Background: an optimization exercise with open tools, aiming at small area. Do not read the settings as production practice. RTL that was checked went through simulation tests only; none was proved equivalent to the original. No functional check of the RTL was part of run 2. Power is estimated from default activity; no workload was simulated. The clock port is modelled as an ideal driver; clocking choices that lean on that would not hold on a real chip.

==> flow/design.v <==
module cas (
  input  [7:0] a,
  input  [7:0] b,
  output [7:0] lo,
  output [7:0] hi
);
wire [8:0] gt;
assign gt[0] = 1'b0;
genvar i;
generate
  for (i = 0; i < 8; i = i + 1) begin : rip
    assign gt[i+1] = (a[i] & ~b[i]) | (gt[i] & (a[i] | ~b[i]));
  end
endgenerate
wire swap = gt[8];
assign lo = swap ? b : a;
assign hi = swap ? a : b;
endmodule
module casg #(parameter INV = 0) (
  input  [7:0] a,
  input  [7:0] b,
  output [7:0] lo,
  output [7:0] hi
);
wire [7:0] x = INV ? b : a;
wire [7:0] y = INV ? a : b;
wire [7:0] yn;
wire [8:1] c;
sky130_fd_sc_hd__nor2b_1 u_c1 (.A(y[0]), .B_N(x[0]), .Y(c[1]));
genvar i;
generate
  for (i = 1; i < 8; i = i + 1) begin : rip
    sky130_fd_sc_hd__inv_1 u_yn (.A(y[i]), .Y(yn[i]));
    sky130_fd_sc_hd__maj3_1 u_c (.A(x[i]), .B(yn[i]), .C(c[i]), .X(c[i+1]));
  end
endgenerate
wire s = c[8];
wire sn;
sky130_fd_sc_hd__inv_1 u_sn (.A(s), .Y(sn));
generate
  for (i = 0; i < 7; i = i + 1) begin : mux
    sky130_fd_sc_hd__o22ai_1 u_lo (.A1(s), .A2(a[i]), .B1(sn), .B2(b[i]), .Y(lo[i]));
    sky130_fd_sc_hd__o22ai_1 u_hi (.A1(s), .A2(b[i]), .B1(sn), .B2(a[i]), .Y(hi[i]));
  end
  if (INV) begin : top_inv
    sky130_fd_sc_hd__nor2_1 u_lo7 (.A(a[7]), .B(b[7]), .Y(lo[7]));
    sky130_fd_sc_hd__nand2_1 u_hi7 (.A(a[7]), .B(b[7]), .Y(hi[7]));
  end else begin : top_true
    sky130_fd_sc_hd__nand2_1 u_lo7 (.A(a[7]), .B(b[7]), .Y(lo[7]));
    sky130_fd_sc_hd__nor2_1 u_hi7 (.A(a[7]), .B(b[7]), .Y(hi[7]));
  end
endgenerate
endmodule
module casgm (
  input  [7:0] t,
  input  [7:0] nr,
  output [7:0] lo,
  output [7:0] hi
);
wire [8:1] c;
sky130_fd_sc_hd__and2_1 u_c1 (.A(t[0]), .B(nr[0]), .X(c[1]));
genvar i;
generate
  for (i = 1; i < 8; i = i + 1) begin : rip
    sky130_fd_sc_hd__maj3_1 u_c (.A(t[i]), .B(nr[i]), .C(c[i]), .X(c[i+1]));
  end
endgenerate
wire g = c[8];
wire gn;
sky130_fd_sc_hd__inv_1 u_gn (.A(g), .Y(gn));
wire [6:0] tn;
generate
  for (i = 0; i < 7; i = i + 1) begin : mux
    sky130_fd_sc_hd__inv_1 u_tn (.A(t[i]), .Y(tn[i]));
    sky130_fd_sc_hd__o22ai_1 u_lo (.A1(g), .A2(tn[i]), .B1(gn), .B2(nr[i]), .Y(lo[i]));
    sky130_fd_sc_hd__o22ai_1 u_hi (.A1(g), .A2(nr[i]), .B1(gn), .B2(tn[i]), .Y(hi[i]));
  end
endgenerate
sky130_fd_sc_hd__nor2b_1 u_lo7 (.A(nr[7]), .B_N(t[7]), .Y(lo[7]));
sky130_fd_sc_hd__nand2b_1 u_hi7 (.A_N(t[7]), .B(nr[7]), .Y(hi[7]));
endmodule








module top #(parameter n = 16, parameter k = 8)
(
  input clk,
  input rstn,
  input  [n * k - 1 : 0] in,
  output [n * k - 1 : 0] out
);
reg [4:0] age;
always @(posedge clk or negedge rstn) begin
  if (!rstn)
    age <= 5'd0;
  else if (age != 5'd17)
    age <= age + 5'd1;
end
wire valid = (age == 5'd17);
wire [7:0] x_0 = in[7:0];
wire [7:0] x_1 = in[15:8];
wire [7:0] x_2 = in[23:16];
wire [7:0] x_3 = in[31:24];
wire [7:0] x_4 = in[39:32];
wire [7:0] x_5 = in[47:40];
wire [7:0] x_6 = in[55:48];
wire [7:0] x_7 = in[63:56];
wire [7:0] x_8 = in[71:64];
wire [7:0] x_9 = in[79:72];
wire [7:0] x_10 = in[87:80];
wire [7:0] x_11 = in[95:88];
wire [7:0] x_12 = in[103:96];
wire [7:0] x_13 = in[111:104];
wire [7:0] x_14 = in[119:112];
wire [7:0] x_15 = in[127:120];
wire [7:0] c0_lo, c0_hi;
casg #(.INV(0)) u_cas0 (.a(x_0), .b(x_13), .lo(c0_lo), .hi(c0_hi));
wire [7:0] c1_lo, c1_hi;
casg #(.INV(0)) u_cas1 (.a(x_1), .b(x_12), .lo(c1_lo), .hi(c1_hi));
wire [7:0] c2_lo, c2_hi;
casg #(.INV(0)) u_cas2 (.a(x_2), .b(x_15), .lo(c2_lo), .hi(c2_hi));
wire [7:0] c3_lo, c3_hi;
casg #(.INV(0)) u_cas3 (.a(x_3), .b(x_14), .lo(c3_lo), .hi(c3_hi));
wire [7:0] c4_lo, c4_hi;
casg #(.INV(0)) u_cas4 (.a(x_4), .b(x_8), .lo(c4_lo), .hi(c4_hi));
wire [7:0] c5_lo, c5_hi;
casg #(.INV(0)) u_cas5 (.a(x_5), .b(x_6), .lo(c5_lo), .hi(c5_hi));
wire [7:0] c6_lo, c6_hi;
casg #(.INV(0)) u_cas6 (.a(x_7), .b(x_11), .lo(c6_lo), .hi(c6_hi));
wire [7:0] c7_lo, c7_hi;
casg #(.INV(0)) u_cas7 (.a(x_9), .b(x_10), .lo(c7_lo), .hi(c7_hi));
reg [127:0] s0;
always @(posedge clk) s0 <= {c2_hi, c3_hi, c0_hi, c1_hi, c6_hi, c7_hi, c7_lo, c4_hi, c6_lo, c5_hi, c5_lo, c4_lo, c3_lo, c2_lo, c1_lo, c0_lo};
wire [7:0] s0_0 = s0[7:0];
wire [7:0] s0_1 = s0[15:8];
wire [7:0] s0_2 = s0[23:16];
wire [7:0] s0_3 = s0[31:24];
wire [7:0] s0_4 = s0[39:32];
wire [7:0] s0_5 = s0[47:40];
wire [7:0] s0_6 = s0[55:48];
wire [7:0] s0_7 = s0[63:56];
wire [7:0] s0_8 = s0[71:64];
wire [7:0] s0_9 = s0[79:72];
wire [7:0] s0_10 = s0[87:80];
wire [7:0] s0_11 = s0[95:88];
wire [7:0] s0_12 = s0[103:96];
wire [7:0] s0_13 = s0[111:104];
wire [7:0] s0_14 = s0[119:112];
wire [7:0] s0_15 = s0[127:120];
wire [7:0] c8_lo, c8_hi;
casg #(.INV(1)) u_cas8 (.a(s0_0), .b(s0_5), .lo(c8_lo), .hi(c8_hi));
wire [7:0] c9_lo, c9_hi;
casg #(.INV(1)) u_cas9 (.a(s0_1), .b(s0_7), .lo(c9_lo), .hi(c9_hi));
wire [7:0] c10_lo, c10_hi;
casg #(.INV(1)) u_cas10 (.a(s0_2), .b(s0_9), .lo(c10_lo), .hi(c10_hi));
wire [7:0] c11_lo, c11_hi;
casg #(.INV(1)) u_cas11 (.a(s0_3), .b(s0_4), .lo(c11_lo), .hi(c11_hi));
wire [7:0] c12_lo, c12_hi;
casg #(.INV(1)) u_cas12 (.a(s0_6), .b(s0_13), .lo(c12_lo), .hi(c12_hi));
wire [7:0] c13_lo, c13_hi;
casg #(.INV(1)) u_cas13 (.a(s0_8), .b(s0_14), .lo(c13_lo), .hi(c13_hi));
wire [7:0] c14_lo, c14_hi;
casg #(.INV(1)) u_cas14 (.a(s0_10), .b(s0_15), .lo(c14_lo), .hi(c14_hi));
wire [7:0] c15_lo, c15_hi;
casg #(.INV(1)) u_cas15 (.a(s0_11), .b(s0_12), .lo(c15_lo), .hi(c15_hi));
reg [127:0] s1;
always @(posedge clk) s1 <= {c14_hi, c13_hi, c12_hi, c15_hi, c15_lo, c14_lo, c10_hi, c13_lo, c9_hi, c12_lo, c8_hi, c11_hi, c11_lo, c10_lo, c9_lo, c8_lo};
wire [7:0] s1_0 = s1[7:0];
wire [7:0] s1_1 = s1[15:8];
wire [7:0] s1_2 = s1[23:16];
wire [7:0] s1_3 = s1[31:24];
wire [7:0] s1_4 = s1[39:32];
wire [7:0] s1_5 = s1[47:40];
wire [7:0] s1_6 = s1[55:48];
wire [7:0] s1_7 = s1[63:56];
wire [7:0] s1_8 = s1[71:64];
wire [7:0] s1_9 = s1[79:72];
wire [7:0] s1_10 = s1[87:80];
wire [7:0] s1_11 = s1[95:88];
wire [7:0] s1_12 = s1[103:96];
wire [7:0] s1_13 = s1[111:104];
wire [7:0] s1_14 = s1[119:112];
wire [7:0] s1_15 = s1[127:120];
wire [7:0] c16_lo, c16_hi;
casg #(.INV(0)) u_cas16 (.a(s1_0), .b(s1_1), .lo(c16_lo), .hi(c16_hi));
wire [7:0] c17_lo, c17_hi;
casg #(.INV(0)) u_cas17 (.a(s1_2), .b(s1_3), .lo(c17_lo), .hi(c17_hi));
wire [7:0] c18_lo, c18_hi;
casg #(.INV(0)) u_cas18 (.a(s1_4), .b(s1_5), .lo(c18_lo), .hi(c18_hi));
wire [7:0] c19_lo, c19_hi;
casg #(.INV(0)) u_cas19 (.a(s1_6), .b(s1_8), .lo(c19_lo), .hi(c19_hi));
wire [7:0] c20_lo, c20_hi;
casg #(.INV(0)) u_cas20 (.a(s1_7), .b(s1_9), .lo(c20_lo), .hi(c20_hi));
wire [7:0] c21_lo, c21_hi;
casg #(.INV(0)) u_cas21 (.a(s1_10), .b(s1_11), .lo(c21_lo), .hi(c21_hi));
wire [7:0] c22_lo, c22_hi;
casg #(.INV(0)) u_cas22 (.a(s1_12), .b(s1_13), .lo(c22_lo), .hi(c22_hi));
wire [7:0] c23_lo, c23_hi;
casg #(.INV(0)) u_cas23 (.a(s1_14), .b(s1_15), .lo(c23_lo), .hi(c23_hi));
reg [127:0] s2;
always @(posedge clk) s2 <= {c23_hi, c23_lo, c22_hi, c22_lo, c21_hi, c21_lo, c20_hi, c19_hi, c20_lo, c19_lo, c18_hi, c18_lo, c17_hi, c17_lo, c16_hi, c16_lo};
wire [7:0] s2_0 = s2[7:0];
wire [7:0] s2_1 = s2[15:8];
wire [7:0] s2_2 = s2[23:16];
wire [7:0] s2_3 = s2[31:24];
wire [7:0] s2_4 = s2[39:32];
wire [7:0] s2_5 = s2[47:40];
wire [7:0] s2_6 = s2[55:48];
wire [7:0] s2_7 = s2[63:56];
wire [7:0] s2_8 = s2[71:64];
wire [7:0] s2_9 = s2[79:72];
wire [7:0] s2_10 = s2[87:80];
wire [7:0] s2_11 = s2[95:88];
wire [7:0] s2_12 = s2[103:96];
wire [7:0] s2_13 = s2[111:104];
wire [7:0] s2_14 = s2[119:112];
wire [7:0] s2_15 = s2[127:120];
wire [7:0] c24_lo, c24_hi;
casg #(.INV(1)) u_cas24 (.a(s2_0), .b(s2_2), .lo(c24_lo), .hi(c24_hi));
wire [7:0] c25_lo, c25_hi;
casg #(.INV(1)) u_cas25 (.a(s2_1), .b(s2_3), .lo(c25_lo), .hi(c25_hi));
wire [7:0] c26_lo, c26_hi;
casg #(.INV(1)) u_cas26 (.a(s2_4), .b(s2_10), .lo(c26_lo), .hi(c26_hi));
wire [7:0] c27_lo, c27_hi;
casg #(.INV(1)) u_cas27 (.a(s2_5), .b(s2_11), .lo(c27_lo), .hi(c27_hi));
wire [7:0] c28_lo, c28_hi;
casg #(.INV(1)) u_cas28 (.a(s2_6), .b(s2_7), .lo(c28_lo), .hi(c28_hi));
wire [7:0] c29_lo, c29_hi;
casg #(.INV(1)) u_cas29 (.a(s2_8), .b(s2_9), .lo(c29_lo), .hi(c29_hi));
wire [7:0] c30_lo, c30_hi;
casg #(.INV(1)) u_cas30 (.a(s2_12), .b(s2_14), .lo(c30_lo), .hi(c30_hi));
wire [7:0] c31_lo, c31_hi;
casg #(.INV(1)) u_cas31 (.a(s2_13), .b(s2_15), .lo(c31_lo), .hi(c31_hi));
reg [127:0] s3;
always @(posedge clk) s3 <= {c31_hi, c30_hi, c31_lo, c30_lo, c27_hi, c26_hi, c29_hi, c29_lo, c28_hi, c28_lo, c27_lo, c26_lo, c25_hi, c24_hi, c25_lo, c24_lo};
wire [7:0] s3_0 = s3[7:0];
wire [7:0] s3_1 = s3[15:8];
wire [7:0] s3_2 = s3[23:16];
wire [7:0] s3_3 = s3[31:24];
wire [7:0] s3_4 = s3[39:32];
wire [7:0] s3_5 = s3[47:40];
wire [7:0] s3_6 = s3[55:48];
wire [7:0] s3_7 = s3[63:56];
wire [7:0] s3_8 = s3[71:64];
wire [7:0] s3_9 = s3[79:72];
wire [7:0] s3_10 = s3[87:80];
wire [7:0] s3_11 = s3[95:88];
wire [7:0] s3_12 = s3[103:96];
wire [7:0] s3_13 = s3[111:104];
wire [7:0] s3_14 = s3[119:112];
wire [7:0] s3_15 = s3[127:120];
wire [7:0] c32_lo, c32_hi;
casg #(.INV(0)) u_cas32 (.a(s3_1), .b(s3_2), .lo(c32_lo), .hi(c32_hi));
wire [7:0] c33_lo, c33_hi;
casg #(.INV(0)) u_cas33 (.a(s3_3), .b(s3_12), .lo(c33_lo), .hi(c33_hi));
wire [7:0] c34_lo, c34_hi;
casg #(.INV(0)) u_cas34 (.a(s3_4), .b(s3_6), .lo(c34_lo), .hi(c34_hi));
wire [7:0] c35_lo, c35_hi;
casg #(.INV(0)) u_cas35 (.a(s3_5), .b(s3_7), .lo(c35_lo), .hi(c35_hi));
wire [7:0] c36_lo, c36_hi;
casg #(.INV(0)) u_cas36 (.a(s3_8), .b(s3_10), .lo(c36_lo), .hi(c36_hi));
wire [7:0] c37_lo, c37_hi;
casg #(.INV(0)) u_cas37 (.a(s3_9), .b(s3_11), .lo(c37_lo), .hi(c37_hi));
wire [7:0] c38_lo, c38_hi;
casg #(.INV(0)) u_cas38 (.a(s3_13), .b(s3_14), .lo(c38_lo), .hi(c38_hi));
reg [127:0] s4;
always @(posedge clk) s4 <= {s3_15, c38_hi, c38_lo, c33_hi, c37_hi, c36_hi, c37_lo, c36_lo, c35_hi, c34_hi, c35_lo, c34_lo, c33_lo, c32_hi, c32_lo, s3_0};
wire [7:0] s4_0 = s4[7:0];
wire [7:0] s4_1 = s4[15:8];
wire [7:0] s4_2 = s4[23:16];
wire [7:0] s4_3 = s4[31:24];
wire [7:0] s4_4 = s4[39:32];
wire [7:0] s4_5 = s4[47:40];
wire [7:0] s4_6 = s4[55:48];
wire [7:0] s4_7 = s4[63:56];
wire [7:0] s4_8 = s4[71:64];
wire [7:0] s4_9 = s4[79:72];
wire [7:0] s4_10 = s4[87:80];
wire [7:0] s4_11 = s4[95:88];
wire [7:0] s4_12 = s4[103:96];
wire [7:0] s4_13 = s4[111:104];
wire [7:0] s4_14 = s4[119:112];
wire [7:0] s4_15 = s4[127:120];
wire [7:0] c39_lo, c39_hi;
casg #(.INV(1)) u_cas39 (.a(s4_1), .b(s4_4), .lo(c39_lo), .hi(c39_hi));
wire [7:0] c40_lo, c40_hi;
casg #(.INV(1)) u_cas40 (.a(s4_2), .b(s4_6), .lo(c40_lo), .hi(c40_hi));
wire [7:0] c41_lo, c41_hi;
casg #(.INV(1)) u_cas41 (.a(s4_5), .b(s4_8), .lo(c41_lo), .hi(c41_hi));
wire [7:0] c42_lo, c42_hi;
casg #(.INV(1)) u_cas42 (.a(s4_7), .b(s4_10), .lo(c42_lo), .hi(c42_hi));
wire [7:0] c43_lo, c43_hi;
casg #(.INV(1)) u_cas43 (.a(s4_9), .b(s4_13), .lo(c43_lo), .hi(c43_hi));
wire [7:0] c44_lo, c44_hi;
casg #(.INV(1)) u_cas44 (.a(s4_11), .b(s4_14), .lo(c44_lo), .hi(c44_hi));
reg [127:0] s5;
always @(posedge clk) s5 <= {s4_15, c44_hi, c43_hi, s4_12, c44_lo, c42_hi, c43_lo, c41_hi, c42_lo, c40_hi, c41_lo, c39_hi, s4_3, c40_lo, c39_lo, s4_0};
wire [7:0] s5_0 = s5[7:0];
wire [7:0] s5_1 = s5[15:8];
wire [7:0] s5_2 = s5[23:16];
wire [7:0] s5_3 = s5[31:24];
wire [7:0] s5_4 = s5[39:32];
wire [7:0] s5_5 = s5[47:40];
wire [7:0] s5_6 = s5[55:48];
wire [7:0] s5_7 = s5[63:56];
wire [7:0] s5_8 = s5[71:64];
wire [7:0] s5_9 = s5[79:72];
wire [7:0] s5_10 = s5[87:80];
wire [7:0] s5_11 = s5[95:88];
wire [7:0] s5_12 = s5[103:96];
wire [7:0] s5_13 = s5[111:104];
wire [7:0] s5_14 = s5[119:112];
wire [7:0] s5_15 = s5[127:120];
wire [7:0] c45_lo, c45_hi;
casg #(.INV(0)) u_cas45 (.a(s5_2), .b(s5_4), .lo(c45_lo), .hi(c45_hi));
wire [7:0] c46_lo, c46_hi;
casgm u_cas46 (.t(s5_6), .nr(s5_3), .lo(c46_lo), .hi(c46_hi));
wire [7:0] c47_lo, c47_hi;
casgm u_cas47 (.t(s5_9), .nr(s5_12), .lo(c47_lo), .hi(c47_hi));
wire [7:0] c48_lo, c48_hi;
casg #(.INV(0)) u_cas48 (.a(s5_11), .b(s5_13), .lo(c48_lo), .hi(c48_hi));
reg [127:0] s6;
always @(posedge clk) s6 <= {s5_15, s5_14, c48_hi, c47_hi, c48_lo, s5_10, c47_lo, s5_8, s5_7, c46_hi, s5_5, c45_hi, c46_lo, c45_lo, s5_1, s5_0};
wire [7:0] s6_0 = s6[7:0];
wire [7:0] s6_1 = s6[15:8];
wire [7:0] s6_2 = s6[23:16];
wire [7:0] s6_3 = s6[31:24];
wire [7:0] s6_4 = s6[39:32];
wire [7:0] s6_5 = s6[47:40];
wire [7:0] s6_6 = s6[55:48];
wire [7:0] s6_7 = s6[63:56];
wire [7:0] s6_8 = s6[71:64];
wire [7:0] s6_9 = s6[79:72];
wire [7:0] s6_10 = s6[87:80];
wire [7:0] s6_11 = s6[95:88];
wire [7:0] s6_12 = s6[103:96];
wire [7:0] s6_13 = s6[111:104];
wire [7:0] s6_14 = s6[119:112];
wire [7:0] s6_15 = s6[127:120];
wire [7:0] c49_lo, c49_hi;
casg #(.INV(0)) u_cas49 (.a(s6_3), .b(s6_5), .lo(c49_lo), .hi(c49_hi));
wire [7:0] c50_lo, c50_hi;
casg #(.INV(0)) u_cas50 (.a(s6_6), .b(s6_8), .lo(c50_lo), .hi(c50_hi));
wire [7:0] c51_lo, c51_hi;
casg #(.INV(0)) u_cas51 (.a(s6_7), .b(s6_9), .lo(c51_lo), .hi(c51_hi));
wire [7:0] c52_lo, c52_hi;
casg #(.INV(0)) u_cas52 (.a(s6_10), .b(s6_12), .lo(c52_lo), .hi(c52_hi));
reg [127:0] s7;
always @(posedge clk) s7 <= {s6_15, s6_14, s6_13, c52_hi, s6_11, c52_lo, c51_hi, c50_hi, c51_lo, c50_lo, c49_hi, s6_4, c49_lo, s6_2, s6_1, s6_0};
wire [7:0] s7_0 = s7[7:0];
wire [7:0] s7_1 = s7[15:8];
wire [7:0] s7_2 = s7[23:16];
wire [7:0] s7_3 = s7[31:24];
wire [7:0] s7_4 = s7[39:32];
wire [7:0] s7_5 = s7[47:40];
wire [7:0] s7_6 = s7[55:48];
wire [7:0] s7_7 = s7[63:56];
wire [7:0] s7_8 = s7[71:64];
wire [7:0] s7_9 = s7[79:72];
wire [7:0] s7_10 = s7[87:80];
wire [7:0] s7_11 = s7[95:88];
wire [7:0] s7_12 = s7[103:96];
wire [7:0] s7_13 = s7[111:104];
wire [7:0] s7_14 = s7[119:112];
wire [7:0] s7_15 = s7[127:120];
wire [7:0] c53_lo, c53_hi;
casg #(.INV(1)) u_cas53 (.a(s7_3), .b(s7_4), .lo(c53_lo), .hi(c53_hi));
wire [7:0] c54_lo, c54_hi;
casg #(.INV(1)) u_cas54 (.a(s7_5), .b(s7_6), .lo(c54_lo), .hi(c54_hi));
wire [7:0] c55_lo, c55_hi;
casg #(.INV(1)) u_cas55 (.a(s7_7), .b(s7_8), .lo(c55_lo), .hi(c55_hi));
wire [7:0] c56_lo, c56_hi;
casg #(.INV(1)) u_cas56 (.a(s7_9), .b(s7_10), .lo(c56_lo), .hi(c56_hi));
wire [7:0] c57_lo, c57_hi;
casg #(.INV(1)) u_cas57 (.a(s7_11), .b(s7_12), .lo(c57_lo), .hi(c57_hi));
reg [127:0] s8;
always @(posedge clk) s8 <= {s7_15, s7_14, s7_13, c57_hi, c57_lo, c56_hi, c56_lo, c55_hi, c55_lo, c54_hi, c54_lo, c53_hi, c53_lo, s7_2, s7_1, s7_0};
wire [7:0] s8_0 = s8[7:0];
wire [7:0] s8_1 = s8[15:8];
wire [7:0] s8_2 = s8[23:16];
wire [7:0] s8_3 = s8[31:24];
wire [7:0] s8_4 = s8[39:32];
wire [7:0] s8_5 = s8[47:40];
wire [7:0] s8_6 = s8[55:48];
wire [7:0] s8_7 = s8[63:56];
wire [7:0] s8_8 = s8[71:64];
wire [7:0] s8_9 = s8[79:72];
wire [7:0] s8_10 = s8[87:80];
wire [7:0] s8_11 = s8[95:88];
wire [7:0] s8_12 = s8[103:96];
wire [7:0] s8_13 = s8[111:104];
wire [7:0] s8_14 = s8[119:112];
wire [7:0] s8_15 = s8[127:120];
wire [7:0] t1 = ~s8_2;
wire [7:0] t2 = ~s8_13;
wire [7:0] c58_lo, c58_hi;
cas u_cas58 (.a(s8_6), .b(s8_7), .lo(c58_lo), .hi(c58_hi));
wire [7:0] r58_lo = ~c58_lo, r58_hi = ~c58_hi;
wire [7:0] c59_lo, c59_hi;
cas u_cas59 (.a(s8_8), .b(s8_9), .lo(c59_lo), .hi(c59_hi));
wire [7:0] r59_lo = ~c59_lo, r59_hi = ~c59_hi;
wire [95:0] low = {s8_15[5:0], s8_14[5:0], s8_13[5:0], s8_12[5:0], s8_11[5:0], s8_10[5:0], r59_hi[5:0], r59_lo[5:0], r58_hi[5:0], r58_lo[5:0], s8_5[5:0], s8_4[5:0], s8_3[5:0], s8_2[5:0], s8_1[5:0], s8_0[5:0]};
wire [15:0] z1;
assign z1[0] = (~s8_0[7] & ~s8_0[6]);
assign z1[1] = (~s8_1[7] & ~s8_1[6]);
assign z1[2] = (~t1[7] & ~t1[6]);
assign z1[3] = (~s8_3[7] & ~s8_3[6]);
assign z1[4] = (~s8_4[7] & ~s8_4[6]);
assign z1[5] = (~s8_5[7] & ~s8_5[6]);
assign z1[6] = ((~s8_6[7] & ~s8_6[6]) | (~s8_7[7] & ~s8_7[6]));
assign z1[7] = ((~s8_6[7] & ~s8_6[6]) & (~s8_7[7] & ~s8_7[6]));
assign z1[8] = ((~s8_8[7] & ~s8_8[6]) | (~s8_9[7] & ~s8_9[6]));
assign z1[9] = ((~s8_8[7] & ~s8_8[6]) & (~s8_9[7] & ~s8_9[6]));
assign z1[10] = (~s8_10[7] & ~s8_10[6]);
assign z1[11] = (~s8_11[7] & ~s8_11[6]);
assign z1[12] = (~s8_12[7] & ~s8_12[6]);
assign z1[13] = (~t2[7] & ~t2[6]);
assign z1[14] = (~s8_14[7] & ~s8_14[6]);
assign z1[15] = (~s8_15[7] & ~s8_15[6]);
wire [15:0] z2;
assign z2[0] = (~s8_0[7]);
assign z2[1] = (~s8_1[7]);
assign z2[2] = (~t1[7]);
assign z2[3] = (~s8_3[7]);
assign z2[4] = (~s8_4[7]);
assign z2[5] = (~s8_5[7]);
assign z2[6] = ((~s8_6[7]) | (~s8_7[7]));
assign z2[7] = ((~s8_6[7]) & (~s8_7[7]));
assign z2[8] = ((~s8_8[7]) | (~s8_9[7]));
assign z2[9] = ((~s8_8[7]) & (~s8_9[7]));
assign z2[10] = (~s8_10[7]);
assign z2[11] = (~s8_11[7]);
assign z2[12] = (~s8_12[7]);
assign z2[13] = (~t2[7]);
assign z2[14] = (~s8_14[7]);
assign z2[15] = (~s8_15[7]);
wire [15:0] z3;
assign z3[0] = (~(s8_0[7] & s8_0[6]));
assign z3[1] = (~(s8_1[7] & s8_1[6]));
assign z3[2] = (~(t1[7] & t1[6]));
assign z3[3] = (~(s8_3[7] & s8_3[6]));
assign z3[4] = (~(s8_4[7] & s8_4[6]));
assign z3[5] = (~(s8_5[7] & s8_5[6]));
assign z3[6] = ((~(s8_6[7] & s8_6[6])) | (~(s8_7[7] & s8_7[6])));
assign z3[7] = ((~(s8_6[7] & s8_6[6])) & (~(s8_7[7] & s8_7[6])));
assign z3[8] = ((~(s8_8[7] & s8_8[6])) | (~(s8_9[7] & s8_9[6])));
assign z3[9] = ((~(s8_8[7] & s8_8[6])) & (~(s8_9[7] & s8_9[6])));
assign z3[10] = (~(s8_10[7] & s8_10[6]));
assign z3[11] = (~(s8_11[7] & s8_11[6]));
assign z3[12] = (~(s8_12[7] & s8_12[6]));
assign z3[13] = (~(t2[7] & t2[6]));
assign z3[14] = (~(s8_14[7] & s8_14[6]));
assign z3[15] = (~(s8_15[7] & s8_15[6]));
wire [4:0] n1 = therm2bin(z1), n2 = therm2bin(z2), n3 = therm2bin(z3);
wire [1:0] full = {n2[4], n3[4] & ~n2[4] | n1[4]};
reg [109:0] e9;
always @(posedge clk) e9 <= {full, n3[3:0], n2[3:0], n1[3:0], low};
reg [109:0] e10;
always @(posedge clk) e10 <= e9;
reg [109:0] e11;
always @(posedge clk) e11 <= e10;
reg [109:0] e12;
always @(posedge clk) e12 <= e11;
reg [109:0] e13;
always @(posedge clk) e13 <= e12;
reg [109:0] e14;
always @(posedge clk) e14 <= e13;
reg [109:0] e15;
always @(posedge clk) e15 <= e14;
reg [109:0] e16;
always @(posedge clk) e16 <= e15;
wire [1:0] nfull = e16[109:108];
localparam [15:0] lowpol = 16'b0010001111000100;
wire [4:0] cnt1 = {nfull == 2'd3, e16[99:96]};
wire [4:0] cnt2 = {nfull[1], e16[103:100]};
wire [4:0] cnt3 = {nfull != 2'd0, e16[107:104]};
genvar h;
generate
  for (h = 0; h < 16; h = h + 1) begin : expand
    wire b7 = (h >= cnt2);
    wire b6 = ((h >= cnt1) && (h < cnt2)) || (h >= cnt3);
    assign out[8*h+7 -: 8] = valid ? {b7, b6, e16[6*h+5 -: 6] ^ {6{lowpol[h]}}} : 8'd0;
  end
endgenerate
function [4:0] therm2bin;
  input [15:0] z;
  begin
    therm2bin[4] = z[15];
    therm2bin[3] = z[7] & ~z[15];
    therm2bin[2] = (z[3] & ~z[7]) | (z[11] & ~z[15]);
    therm2bin[1] = (z[1] & ~z[3]) | (z[5] & ~z[7]) | (z[9] & ~z[11]) | (z[13] & ~z[15]);
    therm2bin[0] = (z[0] & ~z[1]) | (z[2] & ~z[3]) | (z[4] & ~z[5]) | (z[6] & ~z[7]) |
                   (z[8] & ~z[9]) | (z[10] & ~z[11]) | (z[12] & ~z[13]) | (z[14] & ~z[15]);
  end
endfunction
endmodule
==> flow/flow/run.sh <==
#!/bin/bash
# Standard synthesis and layout, with these changes to how the layout is made:
#  - the RTL's gate modules (sky_<cell>) are mapped to the sky130 cells of
#    the same function before synthesis (cellmap.py), so synthesis keeps them;
#  - after synthesis, 2:1 mux cells that share a select are rewritten as
#    o22a/o22ai cells with one inverter per select (muxrw.py);
#  - the ports are buffered with the smallest buffer;
#  - clock tree synthesis adds no dummy loads and clusters up to 30 sinks;
#  - after placement repair, gates with slack are downsized, then slew and
#    capacitance are repaired again (post_resize.tcl).
set -euo pipefail
F=$(pwd)/flow
R=orfs/results/sky130hd/top/base
export BUFFER_PORTS_ARGS="-buffer_cell sky130_fd_sc_hd__buf_1"
export CTS_ARGS="-sink_clustering_enable -repair_clock_nets -dont_use_dummy_load -sink_clustering_size 30 -sink_clustering_max_diameter 80 -buf_list {sky130_fd_sc_hd__clkbuf_8 sky130_fd_sc_hd__clkbuf_16}"
export POST_RESIZE_TCL=$F/post_resize.tcl
cp design.v design.rtl.v
python3 $F/cellmap.py design.rtl.v design.v > cellmap.log 2>&1
bash standard.sh synth > synth.log 2>&1
cp $R/1_2_yosys.v $R/1_2_yosys.std.v
python3 $F/muxrw.py $R/1_2_yosys.std.v $R/1_2_yosys.v > muxrw.log 2>&1
rm -f $R/1_synth.odb
bash standard.sh synth > synth_odb.log 2>&1
bash standard.sh finish > layout.log 2>&1
==> flow/flow/cellmap.py <==
#!/usr/bin/env python3
"""Map the design's gate modules (sky_<cell>) to the sky130_fd_sc_hd cells.

The RTL models a few gates as modules named sky_<cell>, with the cells'
functions and pin names.  This drops those module definitions and makes each
instance of sky_<cell> an instance of sky130_fd_sc_hd__<cell>, so that
synthesis keeps those gates as they are.
Usage: cellmap.py IN.v OUT.v
"""
import re, sys

src = open(sys.argv[1]).read()
src, n = re.subn(r'\bmodule\s+sky_\w+\s*\(.*?\bendmodule\b', '', src, flags=re.S)
src, m = re.subn(r'\bsky_(\w+)(\s+\w+\s*\()', r'sky130_fd_sc_hd__\1\2', src)
assert 'sky_' not in re.sub(r'sky130_fd_sc_hd__', '', src), 'unmapped sky_ name'
open(sys.argv[2], 'w').write(src)
print('cellmap: %d gate modules dropped, %d instances mapped' % (n, m))
==> flow/flow/muxrw.py <==
#!/usr/bin/env python3
"""Rewrite 2:1 multiplexer cells of a Yosys netlist as OR-AND gates.

A select net that drives several mux2/mux2i cells gets one inverter, and each
of those cells becomes an o22a (mux2) or o22ai (mux2i) cell, which is
smaller:  S ? A1 : A0  ==  (S | A0) & (~S | A1).
Usage: muxrw.py IN.v OUT.v
"""
import re, sys, collections

src = open(sys.argv[1]).read()
inst_re = re.compile(r'(\n\s*)(sky130_fd_sc_hd__(mux2i?)_\d+)\s+(\S+)\s*\((.*?)\);', re.S)
pin_re = re.compile(r'\.(\w+)\(\s*(.*?)\s*\)\s*(?:,|$)', re.S)

def pins(body):
    # escaped identifiers keep the space that ends them
    return {m.group(1): (m.group(2) + ' ' if m.group(2).startswith('\\') else m.group(2))
            for m in pin_re.finditer(body.strip())}

muxes = []
count = None
for m in inst_re.finditer(src):
    muxes.append((m, pins(m.group(5))))


# existing inverters of a select net
inv_re = re.compile(r'sky130_fd_sc_hd__(?:inv|clkinv)_\d+\s+\S+\s*\((.*?)\);', re.S)
have_inv = {}
for m in inv_re.finditer(src):
    p = pins(m.group(1))
    if 'A' in p and 'Y' in p:
        have_inv.setdefault(p['A'], p['Y'])

# buffers: a select net is inverted at the root of its buffer tree
buf_re = re.compile(r'sky130_fd_sc_hd__(?:buf|clkbuf)_\d+\s+\S+\s*\((.*?)\);', re.S)
buf_in = {}
for m in buf_re.finditer(src):
    p = pins(m.group(1))
    if 'A' in p and 'X' in p:
        buf_in[p['X']] = p['A']
def root(s):
    while s in buf_in:
        s = buf_in[s]
    return s

count = collections.Counter(root(p['S']) for _, p in muxes)
new_inv = {}
def sel_n(s):
    r = root(s)
    if r in have_inv:
        return have_inv[r]
    if r not in new_inv:
        new_inv[r] = '\\muxrw_sn%d ' % len(new_inv)
    return new_inv[r]

out = []
pos = 0
nrw = 0
for m, p in muxes:
    s = p['S']
    if count[root(s)] < 2 and root(s) not in have_inv:
        continue
    sn = sel_n(s)
    if m.group(3) == 'mux2i':
        cell, o = 'sky130_fd_sc_hd__o22ai_1', '.Y(%s)' % p['Y']
    else:
        cell, o = 'sky130_fd_sc_hd__o22a_1', '.X(%s)' % p['X']
    out.append(src[pos:m.start()])
    out.append('%s%s %s (.A1(%s), .A2(%s), .B1(%s), .B2(%s), %s);' %
               (m.group(1), cell, m.group(4), s, p['A0'], sn, p['A1'], o))
    pos = m.end()
    nrw += 1
out.append(src[pos:])
res = ''.join(out)
decl = []
for i, (s, sn) in enumerate(new_inv.items()):
    decl.append(' wire %s;' % sn)
    decl.append(' sky130_fd_sc_hd__inv_1 \\muxrw_inv%d  (.A(%s), .Y(%s));' % (i, s, sn))
k = res.rindex('endmodule')
res = res[:k] + '\n'.join(decl) + '\n' + res[k:]
open(sys.argv[2], 'w').write(res)
print('muxrw: %d muxes rewritten, %d inverters added, %d reused' %
      (nrw, len(new_inv), len([s for s in count if s in have_inv])))
==> flow/flow/post_resize.tcl <==
# After placement-based repair: downsize gates whose paths have slack, then
# repair max slew / capacitance / fanout again.
repair_timing -recover_power 100 -verbose
repair_design_helper
==> flow/standard.sh <==
#!/bin/bash
# synth_recipe.tcl (not shown) runs the flow's synth.tcl, then flattens the netlist and writes it again
# the make line also repeats each setting of config.mk as NAME=value (left out here)
make -C /OpenROAD-flow-scripts/flow DESIGN_CONFIG=/design/flow/config.mk WORK_HOME=/design/flow/orfs CLKGATE_MAP_FILE= SYNTH_SCRIPT=/design/flow/synth_recipe.tcl "${@:-finish}"
==> flow/config.mk <==
export PLATFORM = sky130hd
export DESIGN_NAME = top
export DESIGN_NICKNAME = top
export VERILOG_FILES = /design/flow/design.v
export SDC_FILE = /design/flow/constraint.sdc
export NUM_CORES = 4
export LEC_CHECK = 0
export CAP_MARGIN = 20
export CORE_MARGIN = 2
export CORE_UTILIZATION = 60
export SETUP_SLACK_MARGIN = 0.15
export SLEW_MARGIN = 20
==> flow/constraint.sdc <==
create_clock -name core_clock -period 4.0 [get_ports {clk}]
set_input_delay 0.8000 -clock core_clock [delete_from_list [all_inputs] [get_ports {clk}]]
set_output_delay 0.8000 -clock core_clock [all_outputs]
set_load 0.01 [all_outputs]
==> results.json, run 1 <==
{
  "min-delay-path-class": "flip-flop to flip-flop",
  "r2r-start": "s2[112]",
  "avgViaCountPerCell": 5.202,
  "clock_tree.buffer_depth": 3,
  "finalCritPeriodShare_pct": 95.31,
  "portBuffers": 257,
  "yosysWarnings": 1,
  "reg2reg_slack_ns": 0.19,
  "gp_congestion": 0.9307,
  "clkTransAtPathRegs_ns": 0.11,
  "dpl.hpwl_um": 73150,
  "grt_pass1_vias": 28743,
  "dieArea_um2": 94370,
  "drive_gt1_share_pct": 4.389,
  "drcViolationCount": 0,
  "clock-sinks": 2037,
  "core_um2": 91390,
  "ant_nets": 0,
  "vias": 30825,
  "rsz0062_at_grt": "yes",
  "start_util_pct": 60.36,
  "routed_wl_um": 97890,
  "holdPathStages": 0,
  "antenna_found_initial": 1,
  "hold-path-endpoint": "e10[102]",
  "utilization_pct": 65.87,
  "grt_max_degree": 37,
  "clockRootBuffer": "clkbuf_16",
  "hold_start": "e9[102]",
  "crit_path_start_kind": "flip-flop",
  "hold-worst-slack_ns": 0.2747,
  "rows": 111,
  "synth_area_per_cell_um2": 12.66,
  "critPathRequiredTime_ns": 4.51,
  "die-width_um": 307.2,
  "overflow": 0,
  "final_nets": 4883,
  "numCtsBuffers": 78,
  "final_hold_viol_count": 0,
  "power_density_nw_per_um2": 956.5,
  "syn_inst": 4356,
  "numPlacedInstances": 5846,
  "worst_slew_pin_slew_ns": 1.011,
  "cp_max_fo": 14,
  "slew_violations": 0,
  "slew_headroom_pct": 32.57,
  "instances_no_fill": 5926,
  "ctsHtreeMaxLevel": 3,
  "total_leakage_power_nw": 24.40,
  "track_usage_pct": 20.37,
  "tns_ns": 0,
  "grt_pass1_wl_um": 152200,
  "drv_cap": 0,
  "drtIter0Drc": 2108,
  "fin_worst_skew_ns": 0.05574,
  "synthesis.area_um2": 55160,
  "avgRoutedWirePerCell_um": 16.52,
  "vdd_drop_max_mv": 0.5342,
  "post_cts_buffers": 0,
  "status": "timing/DRC/antenna clean",
  "finalSetupViolCount": 0,
  "max_freq_ghz": 0.2623,
  "ioPinCount": 258,
  "placed_area_um2": 58100,
  "fin_area_um2": 60190,
  "first_pass_iters": 5,
  "cp-end-kind": "flip-flop",
  "syn_nets": 4498,
  "clk_latency_ns": 0.66,
  "area_growth_pct": 9.121,
  "cts_tree": "yes",
  "die_h_um": 307.2,
  "critPathKind": "flip-flop to flip-flop",
  "timing.rr.end": "s3[98]",
  "min_period_ns": 3.812,
  "reg2reg_depth": 10,
  "arrival_ns": 4.33
}
## flip-flops by register name (all words and copies together) (netlist names), 128 cells and up
signal,cells
s0,128
s1,128
s2,128
s3,128
s4,128
s5,128
s6,128
s7,128
s8,128
## final cells by class
cell class,instances,area [µm²]
diodes,1,2.502
clock buffers,78,1952
fillers,6929,31190
inverters,494,1937
multi-input cells,1786,12390
flip-flops and latches,2037,40800
well taps,1186,1484
repair buffers,344,1618
## layout by cell type, fill, tap and decap left out, types with 5 or more instances in the layout
| master | count |
|---|---|
| a21oi_1 | 20 |
| a221oi_1 | 12 |
| a22oi_1 | 7 |
| and2_1 | 65 |
| buf_1 | 256 |
| buf_4 | 76 |
| clkbuf_16 | 78 |
| clkinvlp_4 | 22 |
| dfrtp_1 | 5 |
| dfxtp_1 | 2032 |
| ha_1 | 12 |
| inv_1 | 464 |
| inv_2 | 8 |
| maj3_1 | 403 |
| maj3_2 | 7 |
| nand2_1 | 78 |
| nand2b_1 | 22 |
| nand3_1 | 20 |
| nand4_1 | 14 |
| nor2_1 | 143 |
| nor2b_1 | 63 |
| nor3_1 | 7 |
| o211ai_1 | 6 |
| o21ai_0 | 14 |
| o221ai_1 | 13 |
| o22ai_1 | 826 |
## stage by stage
step,total power [mW],setup WS [ns]
2_1_floorplan,43.37,0.1578
3_3_place_gp,48.59,0.03469
3_5_place_dp,49.01,-0.03393
4_1_cts,57.85,0.1629
5_1_grt,61.15,0.1235
6_report,57.57,0.1875
## worst max-delay path, cell delays in order, from the launching register on
cell and delay (ns):
dfxtp_1 0.37, nor2b_1 0.15, maj3_1 0.37, maj3_1 0.37, maj3_1 0.36, maj3_1 0.36, maj3_1 0.36, maj3_1 0.37
maj3_1 0.41, buf_4 0.21, o22ai_1 0.35
## worst max-delay path by stage
stage | slack, ns | end | cells after the start | startpoint
6_report | 0.19 | s3[98] | 10 | s2[112]
5_1_grt | 0.12 | s1[104] | 10 | s0[48]
4_1_cts | 0.16 | s3[24] | 10 | s2[24]
3_5_place_dp | -0.03 | s0[96] | 11 | in[8]
3_3_place_gp | 0.03 | s1[104] | 10 | s0[104]
2_1_floorplan | 0.16 | s0[0] | 10 | in[0]
## per-layer routing
| metal | track usage [%] | share of wire (%) | up-vias |
|---|---|---|---|
| met3 | 2.567 | 3.9 | 146 |
| li1 | - | - | 15817 |
| met4 | 7.623 | 3.4 | 0 |
| met1 | 26.26 | 45 | 14184 |
| met2 | 35.16 | 48 | 678 |
| met5 | 0 | 0 | - |
## power by group
group | switching [mW] | total, mW | internal [mW]
registers | 4.52 | 34.3 | 29.8
logic | 7.83 | 14.3 | 6.47
clock network | 5.40 | 8.93 | 3.53
total | 17.7 | 57.6 | 39.8
## timing repair
action | in CTS | in global routing
hold endpoints to repair | 5 | 0
resized for setup | 5 | 27
endpoints found under the setup margin | 17 | 81
hold buffers | 1 | 0
==> inputs of run 2 (changes only) <==
--- a/flow/design.v
+++ b/flow/design.v
@@ -120,21 +120,29 @@
 wire [7:0] x_15 = in[127:120];
 wire [7:0] c0_lo, c0_hi;
-casg #(.INV(0)) u_cas0 (.a(x_0), .b(x_13), .lo(c0_lo), .hi(c0_hi));
+cas u_cas0 (.a(x_0), .b(x_13), .lo(c0_lo), .hi(c0_hi));
+wire [7:0] r0_lo = ~c0_lo, r0_hi = ~c0_hi;
 wire [7:0] c1_lo, c1_hi;
-casg #(.INV(0)) u_cas1 (.a(x_1), .b(x_12), .lo(c1_lo), .hi(c1_hi));
+cas u_cas1 (.a(x_1), .b(x_12), .lo(c1_lo), .hi(c1_hi));
+wire [7:0] r1_lo = ~c1_lo, r1_hi = ~c1_hi;
 wire [7:0] c2_lo, c2_hi;
-casg #(.INV(0)) u_cas2 (.a(x_2), .b(x_15), .lo(c2_lo), .hi(c2_hi));
+cas u_cas2 (.a(x_2), .b(x_15), .lo(c2_lo), .hi(c2_hi));
+wire [7:0] r2_lo = ~c2_lo, r2_hi = ~c2_hi;
 wire [7:0] c3_lo, c3_hi;
-casg #(.INV(0)) u_cas3 (.a(x_3), .b(x_14), .lo(c3_lo), .hi(c3_hi));
+cas u_cas3 (.a(x_3), .b(x_14), .lo(c3_lo), .hi(c3_hi));
+wire [7:0] r3_lo = ~c3_lo, r3_hi = ~c3_hi;
 wire [7:0] c4_lo, c4_hi;
-casg #(.INV(0)) u_cas4 (.a(x_4), .b(x_8), .lo(c4_lo), .hi(c4_hi));
+cas u_cas4 (.a(x_4), .b(x_8), .lo(c4_lo), .hi(c4_hi));
+wire [7:0] r4_lo = ~c4_lo, r4_hi = ~c4_hi;
 wire [7:0] c5_lo, c5_hi;
-casg #(.INV(0)) u_cas5 (.a(x_5), .b(x_6), .lo(c5_lo), .hi(c5_hi));
+cas u_cas5 (.a(x_5), .b(x_6), .lo(c5_lo), .hi(c5_hi));
+wire [7:0] r5_lo = ~c5_lo, r5_hi = ~c5_hi;
 wire [7:0] c6_lo, c6_hi;
-casg #(.INV(0)) u_cas6 (.a(x_7), .b(x_11), .lo(c6_lo), .hi(c6_hi));
+cas u_cas6 (.a(x_7), .b(x_11), .lo(c6_lo), .hi(c6_hi));
+wire [7:0] r6_lo = ~c6_lo, r6_hi = ~c6_hi;
 wire [7:0] c7_lo, c7_hi;
-casg #(.INV(0)) u_cas7 (.a(x_9), .b(x_10), .lo(c7_lo), .hi(c7_hi));
+cas u_cas7 (.a(x_9), .b(x_10), .lo(c7_lo), .hi(c7_hi));
+wire [7:0] r7_lo = ~c7_lo, r7_hi = ~c7_hi;
 reg [127:0] s0;
-always @(posedge clk) s0 <= {c2_hi, c3_hi, c0_hi, c1_hi, c6_hi, c7_hi, c7_lo, c4_hi, c6_lo, c5_hi, c5_lo, c4_lo, c3_lo, c2_lo, c1_lo, c0_lo};
+always @(posedge clk) s0 <= {r2_hi, r3_hi, r0_hi, r1_hi, r6_hi, r7_hi, r7_lo, r4_hi, r6_lo, r5_hi, r5_lo, r4_lo, r3_lo, r2_lo, r1_lo, r0_lo};
 wire [7:0] s0_0 = s0[7:0];
 wire [7:0] s0_1 = s0[15:8];
==> run 2 against run 1 <==
  * Still clean on timing, DRC and antenna
  * Critical path type unchanged
  * Final cell count is 12% higher
  * Die area grew 6.9%
  * Clock skew down 0.0062 ns
==> results.json, run 2 <==
{
  "portBuffers": 257,
  "die-width_um": 317.6,
  "grt_pass1_vias": 32772,
  "min-delay-path-class": "flip-flop to flip-flop",
  "max_freq_ghz": 0.2648,
  "fin_worst_skew_ns": 0.04956,
  "timing.rr.end": "s3[88]",
  "ant_nets": 0,
  "hold_start": "s6[4]",
  "clk_latency_ns": 0.66,
  "ioPinCount": 258,
  "holdPathStages": 0,
  "avgViaCountPerCell": 5.459,
  "r2r-start": "s2[40]",
  "seq_area_um2": 40800,
  "antenna_found_initial": 2,
  "path_cells": "nor2b_1 > maj3_1 > maj3_1 > maj3_1 > maj3_1 > maj3_1 > maj3_1 > maj3_1 > buf_2 > o22ai_4",
  "vias": 36138,
  "cp_max_fo": 14,
  "slew_headroom_pct": 25.46,
  "clkTransAtPathRegs_ns": 0.11,
  "clock_tree.buffer_depth": 3,
  "crit_path_start_kind": "flip-flop",
  "utilization_pct": 65.19,
  "total_leakage_power_nw": 25.54,
  "overflow": 0,
  "finalCritPeriodShare_pct": 94.43,
  "post_cts_buffers": 0,
  "dieArea_um2": 100900,
  "yosysWarnings": 1,
  "status": "timing/DRC/antenna clean",
  "synthesis.area_um2": 59010,
  "area_growth_pct": 8.242,
  "reg2reg_depth": 10,
  "critPathRequiredTime_ns": 4.54,
  "grt_pass1_wl_um": 179600,
  "crit_family": "adder cells",
  "hold-path-endpoint": "s7[4]",
  "worst_path_largest_cell_delay_ns": 0.46,
  "drtIter0Drc": 2568,
  "drv_cap": 0,
  "routed_wl_um": 116900,
  "critPathKind": "flip-flop to flip-flop",
  "multi_input_area_um2": 16020,
  "avgRoutedWirePerCell_um": 17.65,
  "clockRootBuffer": "clkbuf_16",
  "drcViolationCount": 0,
  "final_nets": 5474,
  "rows": 115,
  "hold-worst-slack_ns": 0.2873,
  "drive_gt1_share_pct": 4.221,
  "dpl.hpwl_um": 86850,
  "final_common_cell": "dfxtp_1",
  "arrival_ns": 4.31,
  "tns_ns": 0,
  "slew_violations": 0,
  "reg2reg_slack_ns": 0.22,
  "cp-end-kind": "flip-flop",
  "min_period_ns": 3.777,
  "vdd_drop_max_mv": 0.3926,
  "worst_slew_pin_slew_ns": 1.118,
  "grt_max_degree": 46,
  "numCtsBuffers": 79,
  "cp_common_cell": "maj3_1",
  "slowest_stage": "dfxtp_1",
  "final_hold_viol_count": 0,
  "fillers": 7712,
  "ctsHtreeMaxLevel": 3,
  "worst-path-buf-inv": 1,
  "synth_area_per_cell_um2": 11.72,
  "rsz0062_at_grt": "yes",
  "first_pass_iters": 6,
  "syn_nets": 5177,
  "clock-sinks": 2037,
  "syn_inst": 5035,
  "die_h_um": 317.6,
  "gp_congestion": 0.9416,
  "finalSetupViolCount": 0,
  "track_usage_pct": 22.38,
  "cts_tree": "yes",
  "core_um2": 97990,
  "power_density_nw_per_um2": 932.5,
  "start_util_pct": 60.22,
  "final_cell_mix": "2032 x dfxtp_1, 708 x o22ai_1, 455 x inv_1"
}
run 2: worst max-delay path by stage:
stage	endpoint	slack [ns]	from	depth (start not counted)
6_report	s3[88]	0.22	s2[40]	10
3_5_place_dp	s1[41]	-0.04	s0[40]	11
3_3_place_gp	s1[40]	-0.03	s0[40]	10
2_1_floorplan	s6[100]	0.39	s5[96]	10
5_1_grt	s1[48]	0.12	s0[48]	10
4_1_cts	s1[41]	0.16	s0[40]	10
run 2: cell type report:
| type | count | share of cell area, % |
|---|---|---|
| sequential | 2037 | 63.88 |
| inverter | 480 | 2.903 |
| tap | 1287 | 2.521 |
| timing repair buffer | 341 | 2.500 |
| clock buffer | 79 | 3.095 |
| antenna | 3 | 0.01175 |
| multi-input combinational | 2393 | 25.09 |
run 2: repair_timing:
| item | CTS | global route |
|---|---|---|
| pin swaps | 0 | 1 |
| setup endpoints to repair | 54 | 105 |
| gates cloned | 0 | 1 |
| hold buffers | 1 | 0 |
| gates resized for setup | 10 | 35 |
| hold endpoints to repair | 5 | 0 |
run 2: report_power, final:
group          internal [mW]  total, mW  switching, mW  leakage (nW)
clock network           3.57       8.98           5.41         0.974
logic                   6.93       15.2           8.31          7.41
registers               30.0       35.3           5.32          17.2
total                   40.5       59.6           19.0          25.5
run 2: routing by layer:
metal / global-route usage [%] / vias to the layer above / routed length (µm)
met2: 39.25 / 855 / 57540
met5: 0 / - / 0
met3: 2.401 / 184 / 4228
met1: 27.49 / 16800 / 49310
li1: - / 18299 / -
met4: 11.15 / 0 / 5784
run 2: per-stage QoR:
stage          area [µm²]  power, mW  std cells  setup slack [ns]
6_report            63870      59.56       6620            0.2230
5_1_grt             63870      63.12       6619            0.1234
4_1_cts             63740      59.75       6616            0.1621
3_5_place_dp        61700      50.83       6536          -0.04288
3_3_place_gp        61720      50.37       6529          -0.03282
2_1_floorplan       59010      44.52       5035            0.3870

port drivers added, routing unchanged:
No port has a modelled driver above. Below, the same layouts with a new extraction and two added sets of constraints.
Step 1 (the two cells are an assumption about what drives the block):
set clk [get_ports {clk}]
set_driving_cell -lib_cell sky130_fd_sc_hd__clkbuf_16 $clk
set_driving_cell -lib_cell sky130_fd_sc_hd__buf_2 [delete_from_list [all_inputs] $clk]
Step 2 moves the port delays by t, midway between the first and last clock arrival at a register: inputs arrive t later, outputs are due t later. That takes back most of the time a late clock gives input paths.
Three values: no drivers, after step 1, after step 2; two values: the first two.
run	t, ns	setup slack, ns	latest minus earliest clock arrival (ns)	worst register clock-pin slew, ns
run 1	0.705	0.188 / 0.188 / -0.048	0.062 / 0.063	0.11 / 0.11
run 2	0.713	0.223 / 0.223 / 0.223	0.069 / 0.069	0.11 / 0.11
With both steps, setup timing fails in run 1, where it was met with ideal ports. For run 1, which loses most, drivers alone change the setup slack by 0.000 ns; drivers and shift together by -0.236 ns.
